From an optimization exercise on the open Yosys and OpenROAD flow, aimed at small area and a short achievable clock period; shortcuts taken in it are not production practice. RTL that was checked went through simulation tests only; none was proved equivalent to the original.

==> module machine_controller, before the edit <==
module machine_controller (input clk,
                           input reset,
                           input key_ok,
                           input [4:0] letter,
                           output reg [4:0] befor,
                           output reg [4:0] after,
                           output reg save_history,
                           output reg [4:0] shift0,
                           output reg [4:0] shift1,
                           output reg [4:0] shift2,
                           output reg [2:0] type0,
                           output reg [2:0] type1,
                           output reg [2:0] type2,
                           input increase_shift_or_type,
                           input increase0,
                           input increase1,
                           input increase2);
    reg [1:0] save_next_counter;
    reg [4:0] x;                  
    wire [4:0] next_x, result;
    rotor rotor(.slot(save_next_counter), .letter(letter), .x(x),
                .shift0(shift0), .shift1(shift1), .shift2(shift2),
                .type0(type0), .type1(type1), .type2(type2),
                .next_x(next_x), .result(result));
    function [4:0] inc26(input [4:0] s);
        inc26 = (s[4] & s[3] & s[0]) ? 5'd0 :
                {s[4] ^ &s[3:0], s[3] ^ &s[2:0], s[2] ^ &s[1:0], s[1] ^ s[0], ~s[0]};
    endfunction
    function [2:0] inc5(input [2:0] t);
        inc5 = t[2] ? 3'd0 : {t[1] & t[0], t[1] ^ t[0], ~t[0]};
    endfunction
    always @(posedge clk)
        x <= next_x;
    always @(posedge clk)
        save_history <= !reset && (save_next_counter == 2'b11);
    always @(posedge clk) begin
        if (reset) begin
            befor             <= 0;
            after             <= 0;
            shift0            <= 0;
            shift1            <= 0;
            shift2            <= 0;
            type0             <= 0;
            type1             <= 0;
            type2             <= 0;
            save_next_counter <= 0;
        end
        else if (save_next_counter == 2'b11) begin
            after             <= result;
            save_next_counter <= 0;
            if (shift0 == 25 && shift1 == 25)
                shift2 <= inc26(shift2);
            if (shift0 == 25)
                shift1 <= inc26(shift1);
            shift0 <= inc26(shift0);
        end
        else if (save_next_counter != 2'b00) begin
            save_next_counter <= {save_next_counter[1] ^ save_next_counter[0], ~save_next_counter[0]};
        end
        else begin
            if (key_ok) begin
                befor             <= letter;
                save_next_counter <= 2'b01;
            end
            else if (increase_shift_or_type == 0) begin
                if (increase0) shift0 <= inc26(shift0);
                if (increase1) shift1 <= inc26(shift1);
                if (increase2) shift2 <= inc26(shift2);
            end
            else begin
                if (increase0) type0 <= inc5(type0);
                if (increase1) type1 <= inc5(type1);
                if (increase2) type2 <= inc5(type2);
            end
        end
    end
endmodule
clock: 48.0 ns
lec_check: 0
cap_margin: 20
core_margin: 2
core_utilization: 40
slew_margin: 20
standard.sh (not shown) runs the stock make flow with config.mk's settings and CLKGATE_MAP_FILE= SYNTH_SCRIPT=/design/flow/synth_recipe.tcl, a recipe that flattens the netlist after the stock synthesis.
==> flow/flow/run.sh <==
#!/bin/bash
# Layout flow: the standard ORFS flow (standard.sh) with
#  - a stronger, area-oriented ABC script in synthesis (flow/abc_area.script,
#    without ABC's own buffering and sizing, left to the placer's repair,
#    and with no adder-cell mapping (ADDER_MAP_FILE empty), so that all the
#    arithmetic goes through ABC with the rest of the logic;
#    used through a copy of the ORFS scripts folder; nothing else changes),
#  - plain buffers (buf_1) as the port buffers,
#  - CTS with clkbuf_16 in clusters of up to 30 flip-flops and no dummy loads,
#  - repair_timing asked for a larger setup margin, so that it also speeds up
#    the combinational history read path (history_raddr -> history_dout).
# Each tool's output goes to the ORFS logs under orfs/logs; make's to flow_run.log.
set -euo pipefail
W=$PWD
rm -rf "$W/scripts_own"
cp -r "$FLOW_HOME/scripts" "$W/scripts_own"
cp "$W/flow/abc_area.script" "$W/scripts_own/abc_area.script"
export BUFFER_PORTS_ARGS="-buffer_cell sky130_fd_sc_hd__buf_1"
export CTS_ARGS="-sink_clustering_enable -repair_clock_nets -buf_list sky130_fd_sc_hd__clkbuf_16 -dont_use_dummy_load -sink_clustering_size 30 -sink_clustering_max_diameter 80"
export SETUP_SLACK_MARGIN=25.8
bash standard.sh SCRIPTS_DIR="$W/scripts_own" ABC_AREA=1 ADDER_MAP_FILE= finish > "$W/flow_run.log" 2>&1
==> flow/flow/abc_area.script <==
strash
&get -n
&deepsyn -T 120
&put
dch
amap -F 3
topo
The starting point completed with no timing, DRC or antenna violations.
Next try:
--- a/flow/design.v
+++ b/flow/design.v
@@ -39,39 +39,40 @@
     endfunction
     function [2:0] inc5(input [2:0] t);
         inc5 = t[2] ? 3'd0 : {t[1] & t[0], t[1] ^ t[0], ~t[0]};
     endfunction
     always @(posedge clk)
         x <= next_x;
-    always @(posedge clk)
-        save_history <= !reset && (save_next_counter == 2'b11);
     always @(posedge clk) begin
         if (reset) begin
             befor             <= 0;
             after             <= 0;
             shift0            <= 0;
             shift1            <= 0;
             shift2            <= 0;
             type0             <= 0;
             type1             <= 0;
             type2             <= 0;
+            save_history      <= 0;
             save_next_counter <= 0;
         end
         else if (save_next_counter == 2'b11) begin
             after             <= result;
             save_next_counter <= 0;
+            save_history      <= 1;
             if (shift0 == 25 && shift1 == 25)
                 shift2 <= inc26(shift2);
             if (shift0 == 25)
                 shift1 <= inc26(shift1);
             shift0 <= inc26(shift0);
         end
         else if (save_next_counter != 2'b00) begin
             save_next_counter <= {save_next_counter[1] ^ save_next_counter[0], ~save_next_counter[0]};
         end
         else begin
+            save_history <= 0;
             if (key_ok) begin
                 befor             <= letter;
                 save_next_counter <= 2'b01;
             end
             else if (increase_shift_or_type == 0) begin
                 if (increase0) shift0 <= inc26(shift0);
Outcome:
- design area is unchanged
- via count falls by 0.97%
- synthesized area rises by 0.32%
- die area rises by 0.31%
- utilization falls by 0.13 points
- clock skew barely changes
- setup slack degrades by 0.15 ns
- fmax falls by 0.68%
- worst hold slack improves by 0.056 ns

---

Setup of lane 1:
system, a different RTL version from the one above (not shown whole).
Size in the first run: about 1300 cells after synthesis, ~64 I/O pins, roughly 12000 um2 of cells after synthesis.
==> module machine_controller, before the edit <==
module machine_controller (input clk,
                           input reset,
                           input key_ok,
                           input [4:0] letter,
                           input [4:0] key5,
                           output reg [4:0] befor,
                           output reg [4:0] after,
                           output reg save_history,
                           output reg [4:0] shift0,
                           output reg [4:0] shift1,
                           output reg [4:0] shift2,
                           output reg [2:0] type0,
                           output reg [2:0] type1,
                           output reg [2:0] type2,
                           input increase_shift_or_type,
                           input increase0,
                           input increase1,
                           input increase2);
    reg [1:0] save_next_counter;
    reg [4:0] x;                  
    wire [4:0] next_x, result;
    rotor rotor(.slot(save_next_counter), .key5(key5), .x(x),
                .shift0(shift0), .shift1(shift1), .shift2(shift2),
                .type0(type0), .type1(type1), .type2(type2),
                .next_x(next_x), .result(result));
    function [4:0] inc26(input [4:0] s);
        inc26 = (s[4] & s[3] & s[0]) ? 5'd0 :
                {s[4] ^ &s[3:0], s[3] ^ &s[2:0], s[2] ^ &s[1:0], s[1] ^ s[0], ~s[0]};
    endfunction
    function [2:0] inc5(input [2:0] t);
        inc5 = t[2] ? 3'd0 : {t[1] & t[0], t[1] ^ t[0], ~t[0]};
    endfunction
    always @(posedge clk)
        x <= next_x;
    always @(posedge clk)
        save_history <= !reset && (save_next_counter == 2'b11);
    always @(posedge clk) begin
        if (reset) begin
            befor             <= 0;
            after             <= 0;
            shift0            <= 0;
            shift1            <= 0;
            shift2            <= 0;
            type0             <= 0;
            type1             <= 0;
            type2             <= 0;
            save_next_counter <= 0;
        end
        else if (save_next_counter == 2'b11) begin
            after             <= result;
            save_next_counter <= 0;
            if (shift0 == 25 && shift1 == 25)
                shift2 <= inc26(shift2);
            if (shift0 == 25)
                shift1 <= inc26(shift1);
            shift0 <= inc26(shift0);
        end
        else if (save_next_counter != 2'b00) begin
            save_next_counter <= {save_next_counter[1] ^ save_next_counter[0], ~save_next_counter[0]};
        end
        else begin
            if (key_ok) begin
                befor             <= letter;
                save_next_counter <= 2'b01;
            end
            else if (increase_shift_or_type == 0) begin
                if (increase0) shift0 <= inc26(shift0);
                if (increase1) shift1 <= inc26(shift1);
                if (increase2) shift2 <= inc26(shift2);
            end
            else begin
                if (increase0) type0 <= inc5(type0);
                if (increase1) type1 <= inc5(type1);
                if (increase2) type2 <= inc5(type2);
            end
        end
    end
endmodule
==> module rotor, before the edit <==
module rotor (input [1:0] slot,
              input [4:0] key5,              
              input [4:0] x,
              input [4:0] shift0, input [4:0] shift1, input [4:0] shift2,
              input [2:0] type0, input [2:0] type1, input [2:0] type2,
              output [4:0] next_x,
              output [4:0] result);
    function [4:0] add26(input [4:0] a, input [4:0] b);
        reg [5:0] s;
        reg [4:0] m;
        reg c;
        integer i;
        begin
            c = 1'b0;
            for (i = 0; i < 5; i = i + 1) begin
                s[i] = a[i] ^ b[i] ^ c;
                c = (a[i] & b[i]) | (c & (a[i] ^ b[i]));
            end
            s[5] = c;
            c = 1'b0;
            for (i = 0; i < 5; i = i + 1) begin
                m[i] = s[i] ^ (6'b100110 >> i) & 1'b1 ^ c;
                c = (s[i] & ((6'b100110 >> i) & 1'b1)) | (c & (s[i] ^ ((6'b100110 >> i) & 1'b1)));
            end
            add26 = (s[5] | (s[4] & s[3] & (s[2] | s[1]))) ? m : s[4:0];
        end
    endfunction
    function [4:0] dec26(input [4:0] v);
        dec26 = (v == 5'd0) ? 5'd25 :
                {v[4] ^ ~|v[3:0], v[3] ^ ~|v[2:0], v[2] ^ ~|v[1:0], v[1] ^ ~v[0], ~v[0]};
    endfunction
    function [4:0] neg26(input [4:0] v);
        reg [4:0] r;
        reg c;
        integer i;
        begin
            c = 1'b0;
            for (i = 0; i < 5; i = i + 1) begin
                r[i] = ~v[i] ^ ((5'd27 >> i) & 1'b1) ^ c;
                c = (~v[i] & ((5'd27 >> i) & 1'b1)) | (c & (~v[i] ^ ((5'd27 >> i) & 1'b1)));
            end
            neg26 = r;
        end
    endfunction
    wire p0 = (slot == 2'd0);
    wire p3 = (slot == 2'd3);
    wire [4:0] a1 = p0 ? key5 : x;
    reg  [4:0] d1;
    reg  [2:0] t1;
    always @(*)
        case (slot)
            2'd0: begin d1 = dec26(shift0);   t1 = type0; end
            2'd1: begin d1 = shift1;          t1 = type1; end
            2'd2: begin d1 = shift2;          t1 = type2; end
            2'd3: begin d1 = neg26(shift2);  t1 = type1; end
        endcase
    wire [4:0] o1;
    rotor_u1 u1(.dir(p3), .rtype(t1), .idx(add26(a1, d1)), .dout(o1));
    wire [4:0] o2;
    rotor_u2 u2(.dir(1'b0), .rtype(p3 ? type0 : type2), .idx(add26(o1, p3 ? shift1 : 5'd0)), .dout(o2));
    assign next_x = slot[1] ? o2 : o1;
    assign result = add26(o2, neg26(shift0));
endmodule
==> module system, before the edit <==
module system(input clk,
              input reset,
              input key_ready,
              input make,
              input ext,
              input [7:0] key_input,
              output [4:0] befor,
              output [4:0] after,
              output [4:0] shift0,
              output [4:0] shift1,
              output [4:0] shift2,
              output [2:0] type0,
              output [2:0] type1,
              output [2:0] type2,
              input increase_shift_or_type,
              input increase0,
              input increase1,
              input increase2,
              input [4:0] history_raddr,
              output [7:0] history_dout);
    wire key_ok;
    wire [4:0] letter;
    wire save_history;
    wire [4:0] history_din;
    wire [4:0] history_waddr;
    wire history_we;
    keyboard_filter keyboard_filter(
        .key_ready(key_ready),
        .make(make),
        .ext(ext),
        .key_input(key_input),
        .key_ok(key_ok),
        .letter(letter)
    );
    machine_controller machine_controller(
        .clk(clk),
        .reset(reset),
        .key_ok(key_ok),
        .letter(letter),
        .key5(key_input[4:0]),
        .befor(befor),
        .after(after),
        .save_history(save_history),
        .shift0(shift0),
        .shift1(shift1),
        .shift2(shift2),
        .type0(type0),
        .type1(type1),
        .type2(type2),
        .increase_shift_or_type(increase_shift_or_type),
        .increase0(increase0),
        .increase1(increase1),
        .increase2(increase2)
    );
    history_keeper history_keeper(
        .clk(clk),
        .reset(reset),
        .save_history(save_history),
        .befor(befor),
        .after(after),
        .dout(history_din),
        .waddr(history_waddr),
        .we(history_we)
    );
    history_ram history_ram(
        .clk(clk),
        .raddr(history_raddr),
        .dout(history_dout),
        .waddr(history_waddr),
        .we(history_we),
        .din(history_din)
    );
endmodule
Settings: LEC_CHECK=0, CAP_MARGIN=20, CORE_MARGIN=2, CORE_UTILIZATION=40, SLEW_MARGIN=20; clock period 48.0 ns.
==> flow/flow/run.sh <==
#!/bin/bash
# Layout flow: the standard ORFS flow (standard.sh) with
#  - a stronger, area-oriented ABC script in synthesis (flow/abc_area.script,
#    used through a copy of the ORFS scripts folder; nothing else changes),
#  - plain buffers (buf_1) as the port buffers,
#  - CTS with clkbuf_16 in clusters of up to 30 flip-flops and no dummy loads,
#  - repair_timing asked for a larger setup margin, so that it also speeds up
#    the combinational history read path (history_raddr -> history_dout).
# Each tool's output goes to the ORFS logs under orfs/logs; make's to flow_run.log.
set -euo pipefail
W=$PWD
rm -rf "$W/scripts_own"
cp -r "$FLOW_HOME/scripts" "$W/scripts_own"
cp "$W/flow/abc_area.script" "$W/scripts_own/abc_area.script"
export BUFFER_PORTS_ARGS="-buffer_cell sky130_fd_sc_hd__buf_1"
export CTS_ARGS="-sink_clustering_enable -repair_clock_nets -buf_list sky130_fd_sc_hd__clkbuf_16 -dont_use_dummy_load -sink_clustering_size 30 -sink_clustering_max_diameter 80"
export SETUP_SLACK_MARGIN=26.1
bash standard.sh SCRIPTS_DIR="$W/scripts_own" ABC_AREA=1 finish > "$W/flow_run.log" 2>&1
==> flow/flow/abc_area.script <==
strash
&get -n
&deepsyn -T 120
&put
dch
amap -F 3
topo
stime -c
buffer -c
upsize -c
dnsize -c
[inputs] lane 2 vs lane 1
--- a/flow/design.v
+++ b/flow/design.v
@@ -11,11 +11,10 @@
 endmodule
 module machine_controller (input clk,
                            input reset,
                            input key_ok,
                            input [4:0] letter,
-                           input [4:0] key5,
                            output reg [4:0] befor,
                            output reg [4:0] after,
                            output reg save_history,
                            output reg [4:0] shift0,
                            output reg [4:0] shift1,
@@ -28,11 +27,11 @@
                            input increase1,
                            input increase2);
     reg [1:0] save_next_counter;
     reg [4:0] x;                  
     wire [4:0] next_x, result;
-    rotor rotor(.slot(save_next_counter), .key5(key5), .x(x),
+    rotor rotor(.slot(save_next_counter), .letter(letter), .x(x),
                 .shift0(shift0), .shift1(shift1), .shift2(shift2),
                 .type0(type0), .type1(type1), .type2(type2),
                 .next_x(next_x), .result(result));
     function [4:0] inc26(input [4:0] s);
         inc26 = (s[4] & s[3] & s[0]) ? 5'd0 :
@@ -41,37 +40,38 @@
     function [2:0] inc5(input [2:0] t);
         inc5 = t[2] ? 3'd0 : {t[1] & t[0], t[1] ^ t[0], ~t[0]};
     endfunction
     always @(posedge clk)
         x <= next_x;
-    always @(posedge clk)
-        save_history <= !reset && (save_next_counter == 2'b11);
     always @(posedge clk) begin
         if (reset) begin
             befor             <= 0;
             after             <= 0;
             shift0            <= 0;
             shift1            <= 0;
             shift2            <= 0;
             type0             <= 0;
             type1             <= 0;
             type2             <= 0;
+            save_history      <= 0;
             save_next_counter <= 0;
         end
         else if (save_next_counter == 2'b11) begin
             after             <= result;
             save_next_counter <= 0;
+            save_history      <= 1;
             if (shift0 == 25 && shift1 == 25)
                 shift2 <= inc26(shift2);
             if (shift0 == 25)
                 shift1 <= inc26(shift1);
             shift0 <= inc26(shift0);
         end
         else if (save_next_counter != 2'b00) begin
             save_next_counter <= {save_next_counter[1] ^ save_next_counter[0], ~save_next_counter[0]};
         end
         else begin
+            save_history <= 0;
             if (key_ok) begin
                 befor             <= letter;
                 save_next_counter <= 2'b01;
             end
             else if (increase_shift_or_type == 0) begin
@@ -490,11 +490,11 @@
             9'd153: dout = 5'd16;
             default: dout = 5'd0;
         endcase
 endmodule
 module rotor (input [1:0] slot,
-              input [4:0] key5,              
+              input [4:0] letter,
               input [4:0] x,
               input [4:0] shift0, input [4:0] shift1, input [4:0] shift2,
               input [2:0] type0, input [2:0] type1, input [2:0] type2,
               output [4:0] next_x,
               output [4:0] result);
@@ -516,14 +516,10 @@
                 c = (s[i] & ((6'b100110 >> i) & 1'b1)) | (c & (s[i] ^ ((6'b100110 >> i) & 1'b1)));
             end
             add26 = (s[5] | (s[4] & s[3] & (s[2] | s[1]))) ? m : s[4:0];
         end
     endfunction
-    function [4:0] dec26(input [4:0] v);
-        dec26 = (v == 5'd0) ? 5'd25 :
-                {v[4] ^ ~|v[3:0], v[3] ^ ~|v[2:0], v[2] ^ ~|v[1:0], v[1] ^ ~v[0], ~v[0]};
-    endfunction
     function [4:0] neg26(input [4:0] v);
         reg [4:0] r;
         reg c;
         integer i;
         begin
@@ -535,16 +531,16 @@
             neg26 = r;
         end
     endfunction
     wire p0 = (slot == 2'd0);
     wire p3 = (slot == 2'd3);
-    wire [4:0] a1 = p0 ? key5 : x;
+    wire [4:0] a1 = p0 ? letter : x;
     reg  [4:0] d1;
     reg  [2:0] t1;
     always @(*)
         case (slot)
-            2'd0: begin d1 = dec26(shift0);   t1 = type0; end
+            2'd0: begin d1 = shift0;          t1 = type0; end
             2'd1: begin d1 = shift1;          t1 = type1; end
             2'd2: begin d1 = shift2;          t1 = type2; end
             2'd3: begin d1 = neg26(shift2);  t1 = type1; end
         endcase
     wire [4:0] o1;
@@ -678,11 +674,10 @@
     machine_controller machine_controller(
         .clk(clk),
         .reset(reset),
         .key_ok(key_ok),
         .letter(letter),
-        .key5(key_input[4:0]),
         .befor(befor),
         .after(after),
         .save_history(save_history),
         .shift0(shift0),
         .shift1(shift1),
Results
Lane 2 vs lane 1, minimum period implied by the final worst setup slack went down by 0.039 ns.
Area of the multi-input gates of lane 1 is on par with lane 2.
Summed instance area of the synthesized netlist in lane 2 is about 0.9% lower than in lane 1
Delta (lane 2 minus lane 1): final cell utilization of the core shows no meaningful change; post-cts repair resize count shows a reduction of 3; cell area after layout shows a reduction of 91 um2; critical path depth shows a reduction of 4.
Lane 2 completed every stage of the flow, and the final layout passed the timing, design-rule and antenna checks.
For lane 1, only the layout was checked, not whether the RTL still works.

==> what the ideal ports hide <==
The flow's constraints put no driver on any port. The routed layouts listed below were extracted and timed again, unchanged, in two steps.
Step 1 (the two cells are an assumption about what drives the block):
set clk [get_ports {clk}]
set_driving_cell -lib_cell sky130_fd_sc_hd__clkbuf_16 $clk
set_driving_cell -lib_cell sky130_fd_sc_hd__buf_2 [delete_from_list [all_inputs] $clk]
Step 2 times the ports against the registers' clock, not the clock port: input delays grow and output delays shrink by t, the midpoint of the rising clock arrivals with the driver on.
a / b / c = ideal / step 1 / step 2; a / b = the first two.
run | t, ns | slack for setup (ns) | slew at the worst register clock pin (ns) | worst slew at a driven data input, ns
the first run of note 1 | 0.509 | 26.054 / 26.031 / 26.031 | 0.11 / 0.11 | 0.03
the second run of note 1 | 0.512 | 25.905 / 25.878 / 25.878 | 0.11 / 0.11 | 0.06
lane 1 | 0.520 | 26.204 / 26.179 / 26.179 | 0.11 / 0.11 | 0.10
lane 2 | 0.499 | 26.244 / 26.217 / 26.207 | 0.11 / 0.11 | 0.04
After both steps every run listed still meets setup and hold. The setup slack of lane 2, which loses most, moves by -0.027 ns with the drivers and by -0.037 ns with both steps.
